Source: an optimization exercise on an open RTL-to-GDS flow (aim: small area and a short achievable clock period). Production flows keep margins and buffers that such runs may drop.
Only simulation tests tie the RTL to the original design; equivalence was not proved.
Power is estimated from default activity; no workload was simulated.

## mod3_1
module mod3_1(
  input clk,
  input reset_n,
  input signed [22:0] a,
  input signed [22:0] b,
  input signed [16:0] c,
  output signed [39:0] y
);
clock: 7.0 ns
lec_check: 0
abc_area: 1
cap_margin: 20
core_margin: 2
core_utilization: 65
cts_buf_list: sky130_fd_sc_hd__clkbuf_8
setup_slack_margin: 3.6
slew_margin: 70
standard.sh (not shown) runs the stock make flow with config.mk's settings and CLKGATE_MAP_FILE= SYNTH_SCRIPT=/design/flow/synth_recipe.tcl, a recipe that flattens the netlist after the stock synthesis.
==> flow/flow/run.sh <==
#!/bin/bash
# Layout flow: the standard layout (standard.sh) with two changes:
#  1. synthesis runs Yosys's synth with -noabc, so the generic "abc -fast" pass does not
#     restructure the design's adder cells before extract_fa; everything else in the
#     synthesis script (synth_recipe.tcl and ORFS synth.tcl) is unchanged.
#  2. the port buffers that place inserts are sky130_fd_sc_hd__buf_1 (buffer_ports
#     -buffer_cell) instead of the cell buffer_ports picks by default.
set -euo pipefail
work=$PWD
sed 's/synth -nofsm -noshare {\*}\$args/synth -nofsm -noshare -noabc {*}$args/' \
  synth_recipe.tcl > flow_synth.tcl
grep -q -- '-noabc' flow_synth.tcl
bash standard.sh "SYNTH_SCRIPT=$work/flow_synth.tcl" \
  "BUFFER_PORTS_ARGS=-buffer_cell ${PORT_BUF:-sky130_fd_sc_hd__buf_1}" finish \
  > flow_make.log 2>&1
Then changed:
- SETUP_SLACK_MARGIN: 3.6 -> default
=>
- area after synthesis stays the same
- sequential power barely changes
- wire length is lower by a few percent
- power is lower by a few percent
- non-clock buffer count is lower by 52
- count of clock-buffer cells in the layout is unchanged
- combinational power is lower by a little under a tenth
- critical path depth is higher by 4
- via count is lower by a few percent

---

## tundra
mod3_1, a different RTL version from the one above (not shown whole).
Size: about 1700 cells after synthesis, about 150 flip-flops, ~110 I/O pins, about 14000 um2 of cells after synthesis.
clock: 7.0 ns
lec_check: 0
abc_area: 1
cap_margin: 20
core_margin: 2
core_utilization: 65
cts_buf_list: sky130_fd_sc_hd__clkbuf_8
cts_cluster_diameter: 60
cts_cluster_size: 30
setup_slack_margin: 3.4
slew_margin: 70
Scripts as last shown in full above: flow/flow/run.sh
tundra completed every stage of the flow, and the final layout passed the timing, design-rule and antenna checks.
Here is what was changed in the inputs of raven compared with tundra.
Settings: CTS_BUF_LIST no longer set, was sky130_fd_sc_hd__clkbuf_8; CORE_UTILIZATION now 40, was 65; SETUP_SLACK_MARGIN no longer set, was 3.4; SLEW_MARGIN now 20, was 70; CTS_CLUSTER_SIZE no longer set, was 30; CTS_CLUSTER_DIAMETER no longer set, was 60.
--- outcome ---
raven reached the end of the flow, and the finished layout is clean on the timing, design-rule and antenna checks. tundra: all stages complete, timing, DRC and antenna checks passed. [compare] base=tundra new=raven: fraction of final layout cells sized beyond drive strength 1 dropped 8.1 points; core outline area climbed 63%. Total number of vias, raven and tundra: higher on tundra. tundra -> raven: average cell area after synthesis flat. In raven the worst setup slack after placement turned out 65 ps lower than in tundra. | combinational group share of total power | raven vs tundra | 3.7 points lower |. Of raven and tundra, the run reporting the higher final area was tundra. tundra has a higher relative area of non-clock buffer cells in the final design than raven. Compare raven and tundra | number of stages on the worst setup path higher: tundra.
[inputs] yarrow vs raven
Settings: SLEW_MARGIN now 70, was 20; CORE_UTILIZATION now 65, was 40; CTS_BUF_LIST now sky130_fd_sc_hd__clkbuf_8, previously not set.
==> flow/flow/run.sh <==
#!/bin/bash
# Layout flow: the standard layout (standard.sh, ORFS make) with these changes:
#  1. synthesis runs Yosys's synth with -noabc, so the generic "abc -fast" pass does not
#     restructure the adder logic before extract_fa; the rest of synth_recipe.tcl is unchanged
#     (same registers and names).
#  2. a copy of ORFS's scripts is used in which synth.tcl extracts only full adders
#     (extract_fa -fa): half adders are left to ABC as plain gates.
#  3. the port buffers that placement inserts are sky130_fd_sc_hd__buf_1.
# Each tool's output goes to ORFS's own logs (orfs/logs/...), and make's output to flow_make.log.
set -euo pipefail
work=$PWD
sed 's/synth -nofsm -noshare {\*}\$args/synth -nofsm -noshare -noabc {*}$args/' \
  synth_recipe.tcl > flow_synth.tcl
grep -q -- '-noabc' flow_synth.tcl
rm -rf flow_scripts
cp -r "$FLOW_HOME/scripts" flow_scripts
sed -i 's/^  extract_fa {\*}\[dont_use_extract_fa_args\]$/  extract_fa -fa/' flow_scripts/synth.tcl
grep -q '^  extract_fa -fa$' flow_scripts/synth.tcl
bash standard.sh "SYNTH_SCRIPT=$work/flow_synth.tcl" "SCRIPTS_DIR=$work/flow_scripts" \
  "BUFFER_PORTS_ARGS=-buffer_cell sky130_fd_sc_hd__buf_1" finish \
  > flow_make.log 2>&1
Against raven, yarrow reports a number of buffers outside the clock class in the layout that is lower.
Post-layout instance count excluding filler cells, raven and yarrow: larger value in raven
Measured against each other, raven and yarrow differ in placed wire-length estimate, the higher figure coming from yarrow.
yarrow against raven; number of vias per cell is up by more than 10%.
Input-level comparison between onyx and yarrow:
Settings: CORE_UTILIZATION now 40, was 65; SETUP_SLACK_MARGIN now 3.8, previously not set.
==> flow/flow/run.sh <==
#!/bin/bash
# Layout flow: the standard layout (standard.sh) with two changes:
#  1. synthesis runs Yosys's synth with -noabc, so the generic "abc -fast" pass does not
#     restructure the design's adder cells before extract_fa; everything else in the
#     synthesis script (synth_recipe.tcl and ORFS synth.tcl) is unchanged.
#  2. the port buffers that place inserts are sky130_fd_sc_hd__buf_1 (buffer_ports
#     -buffer_cell) instead of the cell buffer_ports picks by default.
set -euo pipefail
work=$PWD
sed 's/synth -nofsm -noshare {\*}\$args/synth -nofsm -noshare -noabc {*}$args/' \
  synth_recipe.tcl > flow_synth.tcl
grep -q -- '-noabc' flow_synth.tcl
bash standard.sh "SYNTH_SCRIPT=$work/flow_synth.tcl" \
  "BUFFER_PORTS_ARGS=-buffer_cell ${PORT_BUF:-sky130_fd_sc_hd__buf_1}" finish \
  > flow_make.log 2>&1
Findings:
- Summary of onyx over yarrow: fraction of area in registers decreased 2.0 points; design area increased 2100 um2; reg-to-reg setup timing slack increased 380 ps.
- Looking only at proportion of synthesized chip area in sequential cells, and setting everything else aside, the lower value of onyx and yarrow goes to onyx.
- Number of buffers outside the clock class in the layout went up by more than half going from yarrow to onyx.
- onyx ends up with lower critical path buffer and inverter count than yarrow does.
- Comparing area of the placeable core for onyx and yarrow, the smaller number came from yarrow.
- NOTE cell area after placement yarrow->onyx increased by a few percent
- There was hardly any difference in worst hold slack between yarrow and onyx.
- Compared with yarrow, onyx shows routed wire length higher by about 6%.
- onyx: all stages complete, timing, DRC and antenna checks passed
- Highest-delay cell along the critical path: nor3_1 -> yarrow, dfxtp_1 -> onyx
- In the flow results for onyx and yarrow, the number of standard cells after synthesis is smaller on onyx.
Modified inputs, xenon compared to onyx
Settings: SLEW_MARGIN changed from 70 to 20; CTS_BUF_LIST removed (was sky130_fd_sc_hd__clkbuf_8); SETUP_SLACK_MARGIN removed (was 3.8).
==> flow/flow/run.sh <==
#!/bin/bash
# Layout flow: the standard layout (standard.sh, ORFS make) with these changes:
#  1. synthesis runs Yosys's synth with -noabc, so the generic "abc -fast" pass does not
#     restructure the adder logic before extract_fa; the rest of synth_recipe.tcl and of ORFS's
#     synth.tcl is unchanged (same registers and names).
#  2. the final ABC mapping uses flow/abc.script (area mapping, no buffering or gate sizing;
#     OpenROAD's repair steps buffer and size the netlist after placement instead).
#  3. the port buffers that placement inserts are sky130_fd_sc_hd__buf_1.
# Each tool's output goes to ORFS's own logs (orfs/logs/...), and make's output to flow_make.log.
set -euo pipefail
work=$PWD
sed 's/synth -nofsm -noshare {\*}\$args/synth -nofsm -noshare -noabc {*}$args/' \
  synth_recipe.tcl > flow_synth.tcl
grep -q -- '-noabc' flow_synth.tcl
# ORFS scripts, with the ABC area script replaced
rm -rf flow_scripts
cp -r "$FLOW_HOME/scripts" flow_scripts
cp flow/abc.script flow_scripts/abc_area.script
bash standard.sh "SYNTH_SCRIPT=$work/flow_synth.tcl" "SCRIPTS_DIR=$work/flow_scripts" \
  "BUFFER_PORTS_ARGS=-buffer_cell sky130_fd_sc_hd__buf_1" finish \
  > flow_make.log 2>&1
==> flow/flow/abc.script (new file) <==
strash
dch
map -B 0.9
topo
Notes after the runs:
xenon reached the final stage; the timing, design-rule and antenna checks on its layout passed. Per the comparison of xenon with onyx, power went down 11%; routability congestion estimate went up about 1.1%. Flip-flop and latch area: xenon vs onyx down about 6%. Taking onyx as the reference, in xenon post-layout net count went down 57; power density over the cells now sits lower; number of cells upsized or downsized after cts -210.
For delta, these inputs were changed with respect to xenon:
Settings: CTS_BUF_LIST now sky130_fd_sc_hd__clkbuf_8, previously not set; SLEW_MARGIN now 70, was 20; SETUP_SLACK_MARGIN now 3.4, previously not set; CORE_UTILIZATION now 85, was 40.
==> flow/flow/run.sh <==
#!/bin/bash
# Layout flow: the standard layout (standard.sh) with two changes:
#  1. synthesis runs Yosys's synth with -noabc, so the generic "abc -fast" pass does not
#     restructure the design's adder cells before extract_fa; everything else in the
#     synthesis script (synth_recipe.tcl and ORFS synth.tcl) is unchanged.
#  2. the port buffers that place inserts are sky130_fd_sc_hd__buf_1 (buffer_ports
#     -buffer_cell) instead of the cell buffer_ports picks by default.
set -euo pipefail
work=$PWD
sed 's/synth -nofsm -noshare {\*}\$args/synth -nofsm -noshare -noabc {*}$args/' \
  synth_recipe.tcl > flow_synth.tcl
grep -q -- '-noabc' flow_synth.tcl
bash standard.sh "SYNTH_SCRIPT=$work/flow_synth.tcl" \
  "BUFFER_PORTS_ARGS=-buffer_cell ${PORT_BUF:-sky130_fd_sc_hd__buf_1}" finish \
  > flow_make.log 2>&1
removed: flow/flow/abc.script
Notes after the runs:
Between xenon and delta, post-synthesis sequential area ratio is lower for delta, xenon comes in above that. Against xenon, delta comes in 233 lower on cell count after placement. The flow ended early for delta: it failed with a tool error in global routing. On share of the synthesized area in compound gates (AO/OA/AOI/OAI): between xenon and delta, it ends up lower for delta. Compared with xenon, in delta net count after synthesis picked up an extra 121, count of standard-cell rows lost 21, synthesized cell area went up 600 um2, routability congestion estimate from global placement moved up, share of synthesized cell area in full adder, half adder and majority cells decreased by 1.4 points relative to the old numbers. In delta, the die width came out 56 um below the value in xenon. xenon → delta: synthesized cell count now sits higher; unique cell type count in the Yosys netlist up 6.

-- port drivers added, routing unchanged --
How much do the figures lean on ideal ports? The routed layouts below were timed once more, with nothing changed but the port constraints. Step 1: set_driving_cell puts a clkbuf_16 on clk and a buf_2 on each other input, an assumption about the parent block. Step 2 also shifts input and output timing later by t, the mid clock arrival at the registers, as if the neighbouring blocks saw the same clock. Slacks: ideal / step 1 / step 2; pairs: ideal / step 1.
| run | t (ns) | setup slack, ns | latest minus earliest clock arrival (ns) |
|---|---|---|---|
| the first run of note 1 | 0.508 | 3.619 / 3.614 / 3.325 | 0.024 / 0.025 |
| the second run of note 1 | 0.507 | 3.362 / 3.316 / 3.285 | 0.023 / 0.022 |
| tundra | 0.490 | 3.488 / 3.445 / 3.362 | 0.028 / 0.028 |
| raven | 0.483 | 3.248 / 3.223 / 3.248 | 0.019 / 0.019 |
| yarrow | 0.512 | 2.847 / 2.801 / 3.245 | 0.019 / 0.019 |
| onyx | 0.521 | 3.494 / 3.446 / 3.457 | 0.010 / 0.010 |
| xenon | 0.469 | 3.080 / 3.080 / 3.080 | 0.015 / 0.015 |
After both steps every run listed still meets setup and hold. The setup slack of the first run of note 1, which loses most, moves by -0.005 ns with the drivers and by -0.294 ns with both steps.
